Source: an optimization exercise on an open RTL-to-GDS flow (aim: small area). Production flows keep margins and buffers that such runs may drop. In this exercise RTL edits were held to simulation tests only and were not proved equivalent to the original. The clock port is modelled as an ideal driver, which makes a skipped or thinned clock tree look cheaper than it is; a real chip needs a root buffer or a tree. Power figures rest on the tool's default switching activity, not on a simulated workload.

Setup of north:
==> flow/design.v (excerpt) <==
module fifo (clk,rst,wr,rd,wrptr,rdptr,din,dout,housefull,nostock);
input clk,rst,wr,rd;
input [7:0] din;
output [7:0] dout;
output housefull;
output nostock;
output [3:0] wrptr;
output [3:0] rdptr;
reg [7:0] dout;
reg housefull, nostock;
reg [3:0] wrptr, rdptr;
reg [7:0] Box [1:10];
wire we = wr & ~housefull;
wire re = rd & ~nostock;
function [3:0] succ;
  input [3:0] p;
  begin
    succ[0] = ~p[0];
    succ[1] = (p[1] ^ p[0]) & ~(p[3] & p[1]);
    succ[2] = p[2] ^ (p[1] & p[0]);
    succ[3] = (p[2] & p[1] & p[0]) | (p[3] & ~p[1]);
  end
endfunction
function [10:1] dec;
  input [3:0] p;
  begin
    dec[1]  = ~p[3] & ~p[2] & ~p[1] &  p[0];
    dec[2]  = ~p[3] & ~p[2] &  p[1] & ~p[0];
    dec[3]  = ~p[2] &  p[1] &  p[0];
    dec[4]  =  p[2] & ~p[1] & ~p[0];
    dec[5]  =  p[2] & ~p[1] &  p[0];
    dec[6]  =  p[2] &  p[1] & ~p[0];
    dec[7]  =  p[2] &  p[1] &  p[0];
    dec[8]  =  p[3] & ~p[1] & ~p[0];
    dec[9]  =  p[3] &  p[0];
    dec[10] =  p[3] &  p[1];
  end
endfunction
wire [3:0] wrnext = succ(wrptr);
wire [3:0] rdnext = succ(rdptr);
wire [10:1] wsel = dec(wrptr);
wire [10:1] rsel = dec(rdptr);
integer k;
wire [10:1] s = {10{re}} & rsel;
wire hold = ~re;
  ...
==> flow/config.mk <==
export PLATFORM = sky130hd
export DESIGN_NAME = fifo
export DESIGN_NICKNAME = fifo
export VERILOG_FILES = /design/flow/design.v
export SDC_FILE = /design/flow/constraint.sdc
export NUM_CORES = 4
export LEC_CHECK = 0
export CAP_MARGIN = 5
export CORE_MARGIN = 2
export CORE_UTILIZATION = 70
export SLEW_MARGIN = 5
==> flow/constraint.sdc <==
create_clock -name core_clock -period 5.0 [get_ports {clk}]
set_input_delay 1.0000 -clock core_clock [delete_from_list [all_inputs] [get_ports {clk}]]
set_output_delay 1.0000 -clock core_clock [all_outputs]
set_load 0.01 [all_outputs]
standard.sh (not shown) runs the stock make flow with config.mk's settings and CLKGATE_MAP_FILE= SYNTH_SCRIPT=/design/flow/synth_recipe.tcl, a recipe that flattens the netlist after the stock synthesis.
==> flow/flow/run.sh <==
#!/bin/bash
# Own layout flow: the standard ORFS flow with
#  - synthesis mapped by an area-oriented ABC script (registers are mapped by
#    the same dfflibmap step before ABC, so they match the standard synthesis),
#  - port buffers made of buf_1 cells,
#  - a small hand-built clock tree of two inverter levels (flow/manual_cts.tcl)
#    in place of TritonCTS.
set -euo pipefail
W=$(pwd)
export AREA_ABC_SCRIPT=$W/flow/area.abc
export MANUAL_CTS_LEAVES=${MANUAL_CTS_LEAVES:-6}
export MANUAL_CTS_LEAF=${MANUAL_CTS_LEAF:-sky130_fd_sc_hd__inv_6}
export MANUAL_CTS_ROOT=${MANUAL_CTS_ROOT:-sky130_fd_sc_hd__inv_8}
export MANUAL_CTS_LEAF_BIG=${MANUAL_CTS_LEAF_BIG:-sky130_fd_sc_hd__inv_8}
export MANUAL_CTS_ROOT_BIG=${MANUAL_CTS_ROOT_BIG:-sky130_fd_sc_hd__inv_12}
export MANUAL_CTS_MAX_SLEW=${MANUAL_CTS_MAX_SLEW:-0.112}
export MANUAL_CTS_ROOT_MAX_SLEW=${MANUAL_CTS_ROOT_MAX_SLEW:-0.25}
bash standard.sh \
  SYNTH_SCRIPT=$W/flow/synth.tcl \
  "BUFFER_PORTS_ARGS=-buffer_cell sky130_fd_sc_hd__buf_1" \
  PRE_CTS_TCL=$W/flow/manual_cts.tcl \
  ${EXTRA_MAKE_ARGS:-} \
  finish > $W/flow_make.log 2>&1
Other scripts of this flow, unchanged in this note and not shown: flow/flow/area.abc, flow/flow/manual_cts.tcl, flow/flow/synth.tcl
north went all the way through synthesis, placement and routing and the layout is clean on timing, DRC and antenna.
For south, these inputs were changed with respect to north:
# north
export LEC_CHECK = 0
export CAP_MARGIN = 5
export CORE_MARGIN = 2
export CORE_UTILIZATION = 70
export SLEW_MARGIN = 5
create_clock -name core_clock -period 5.0 [get_ports {clk}]
# south
export LEC_CHECK = 0
export CAP_MARGIN = 0
export CORE_MARGIN = 2
export CORE_UTILIZATION = 70
export GPL_TIMING_DRIVEN = 0
export SLEW_MARGIN = 0
create_clock -name core_clock -period 5.0 [get_ports {clk}]
Compared with north, south instantiates a smaller number of standard cells. Compared with north, south shows a met2 capacity usage during global routing that is 4.6 points lower. On south: filler cell count in the final layout is 3 higher than what north gave. south ends up with lower final weighted congestion of routability-driven global placement than north does.
In every run of this note, the design's own scripts or RTL, not TritonCTS, make the clock network.

---

fifo, a different RTL version from the one above (not shown whole).
For scale: roughly 260 cells after synthesis, ~98 flip-flops, roughly 30 I/O pins.
Design fifo, start of the top module:
module fifo (clk,rst,wr,rd,wrptr,rdptr,din,dout,housefull,nostock);
input clk,rst,wr,rd;
input [7:0] din;
output [7:0] dout;
output housefull;
output nostock;
output [3:0] wrptr;
output [3:0] rdptr;
reg [7:0] dout;
reg housefull, nostock;
reg [3:0] wrptr, rdptr;
reg [7:0] Box [1:10];
wire we = wr & ~housefull;
wire re = rd & ~nostock;
function [3:0] succ;
  input [3:0] p;
  begin
    succ[0] = ~p[0];
    succ[1] = (p[1] ^ p[0]) & ~(p[3] & p[1]);
    succ[2] = p[2] ^ (p[1] & p[0]);
    succ[3] = (p[2] & p[1] & p[0]) | (p[3] & ~p[1]);
  end
endfunction
function [10:1] dec;
  input [3:0] p;
  begin
    dec[1]  = ~p[3] & ~p[2] & ~p[1] &  p[0];
    dec[2]  = ~p[3] & ~p[2] &  p[1] & ~p[0];
    dec[3]  = ~p[2] &  p[1] &  p[0];
    dec[4]  =  p[2] & ~p[1] & ~p[0];
    dec[5]  =  p[2] & ~p[1] &  p[0];
    dec[6]  =  p[2] &  p[1] & ~p[0];
    dec[7]  =  p[2] &  p[1] &  p[0];
    dec[8]  =  p[3] & ~p[1] & ~p[0];
    dec[9]  =  p[3] &  p[0];
    dec[10] =  p[3] &  p[1];
  end
endfunction
wire [3:0] wrnext = succ(wrptr);
wire [3:0] rdnext = succ(rdptr);
wire [10:1] wsel = dec(wrptr);
wire [10:1] rsel = dec(rdptr);
integer k;
reg [7:0] rdata;
always @* begin
  rdata = 8'd0;
  for (k = 1; k <= 10; k = k + 1)
    rdata = rdata | ({8{rsel[k]}} & Box[k]);
end
always @(posedge clk) begin
  for (k = 1; k <= 10; k = k + 1)
    if (we & wsel[k]) Box[k] <= din;
end
always @(posedge clk or posedge rst)
  if (rst) dout <= 8'd0;
  else if (re) dout <= rdata;
always @(posedge clk or posedge rst)
  if (rst) wrptr <= 4'd1;
  else if (we) wrptr <= wrnext;
always @(posedge clk or posedge rst)
  ...
==> flow/config.mk <==
export PLATFORM = sky130hd
export DESIGN_NAME = fifo
export DESIGN_NICKNAME = fifo
export VERILOG_FILES = /design/flow/design.v
export SDC_FILE = /design/flow/constraint.sdc
export NUM_CORES = 4
export LEC_CHECK = 0
export CAP_MARGIN = 20
export CORE_MARGIN = 2
export CORE_UTILIZATION = 40
export SLEW_MARGIN = 20
==> flow/constraint.sdc <==
create_clock -name core_clock -period 5.0 [get_ports {clk}]
set_input_delay 1.0000 -clock core_clock [delete_from_list [all_inputs] [get_ports {clk}]]
set_output_delay 1.0000 -clock core_clock [all_outputs]
set_load 0.01 [all_outputs]
==> flow/flow/run.sh <==
#!/bin/bash
# Own layout flow: the standard ORFS flow with
#  - synthesis mapped by an area-oriented ABC script (registers are mapped by
#    the same dfflibmap step before ABC, so they match the standard synthesis),
#  - port buffers made of buf_1 cells,
#  - clock tree synthesis without dummy loads.
set -euo pipefail
W=$(pwd)
export AREA_ABC_SCRIPT=$W/flow/area.abc
bash standard.sh \
  SYNTH_SCRIPT=$W/flow/synth.tcl \
  "BUFFER_PORTS_ARGS=-buffer_cell sky130_fd_sc_hd__buf_1" \
  "CTS_ARGS=-sink_clustering_enable -repair_clock_nets -dont_use_dummy_load" \
  finish > $W/flow_make.log 2>&1
==> flow/flow/area.abc <==
strash
dch -f
map -a
strash
dch -f
map -a
strash
dch -f
map -a
topo
==> flow/flow/synth.tcl <==
# The standard synthesis script, except that the final ABC mapping uses
# an area-oriented script (flow/area.abc) instead of ORFS's speed script.
proc synth {args} { yosys synth -nofsm -noshare {*}$args }
proc abc {args} {
  set i [lsearch -exact $args -script]
  if { $i >= 0 } { lset args [expr {$i + 1}] $::env(AREA_ABC_SCRIPT) }
  yosys abc {*}$args
}
source $::env(SCRIPTS_DIR)/synth.tcl
# left out here: clear keep_hierarchy, flatten, clean up, hide names made inside functions, write 1_2_yosys.v
The baseline completed with no timing, DRC or antenna violations.
Change:
==> flow/run.sh (new file) <==
#!/bin/bash
# synth_recipe.tcl (not shown) runs the flow's synth.tcl, then flattens the netlist and writes it again
# the make line also repeats each setting of config.mk as NAME=value (left out here)
make -C /OpenROAD-flow-scripts/flow DESIGN_CONFIG=/design/flow/config.mk WORK_HOME=/design/flow/orfs CLKGATE_MAP_FILE= SYNTH_SCRIPT=/design/flow/synth_recipe.tcl finish
removed: flow/flow/run.sh
removed: flow/flow/area.abc
removed: flow/flow/synth.tcl
removed: flow/standard.sh
Effect: The new run went through all stages and came out clean. Combinational power climbs by a quarter to a third. Area after synthesis increases by a few percent. Clock power went up by a quarter to a third. Routed wire length came out higher by roughly a tenth. Global-route usage climbs by 0.18 points. Non-clock buffer count is unchanged. Worst setup slack loses 0.080 ns. Cell count goes up by a few percent. Core utilization rose by 1.8 points. Final area rose by roughly a tenth.

[what the ideal ports hide]
Ports are ideal in the flow. The routed layouts listed here were re-timed in OpenROAD. Step 1, drivers: a clkbuf_16 drives clk and a buf_2 each remaining input, both assumed. Step 2 times the ports against the registers' clock, not the clock port: input delays grow and output delays shrink by t, the midpoint of the rising clock arrivals with the driver on. a / b / c = ideal / step 1 / step 2; a / b = the first two.
run	t, ns	setup WS [ns]	hold slack, ns	slew at the worst register clock pin (ns)	cell pins on the clock port's net
north	0.207	1.988 / 2.011 / 1.805	0.483 / 0.483 / 0.483	0.11 / 0.11	1
south	0.210	1.638 / 1.655 / 1.445	0.493 / 0.493 / 0.493	0.11 / 0.11	1
the first run of note 2	0.385	1.978 / 1.988 / 1.603	0.516 / 0.516 / 0.516	0.10 / 0.10	1
the second run of note 2	0.393	1.899 / 1.867 / 1.772	0.515 / 0.515 / 0.515	0.09 / 0.09	1
After both steps setup and hold are still met in every run listed. The setup slack of the first run of note 2, which loses most, moves by +0.010 ns with the drivers and by -0.375 ns with both steps.
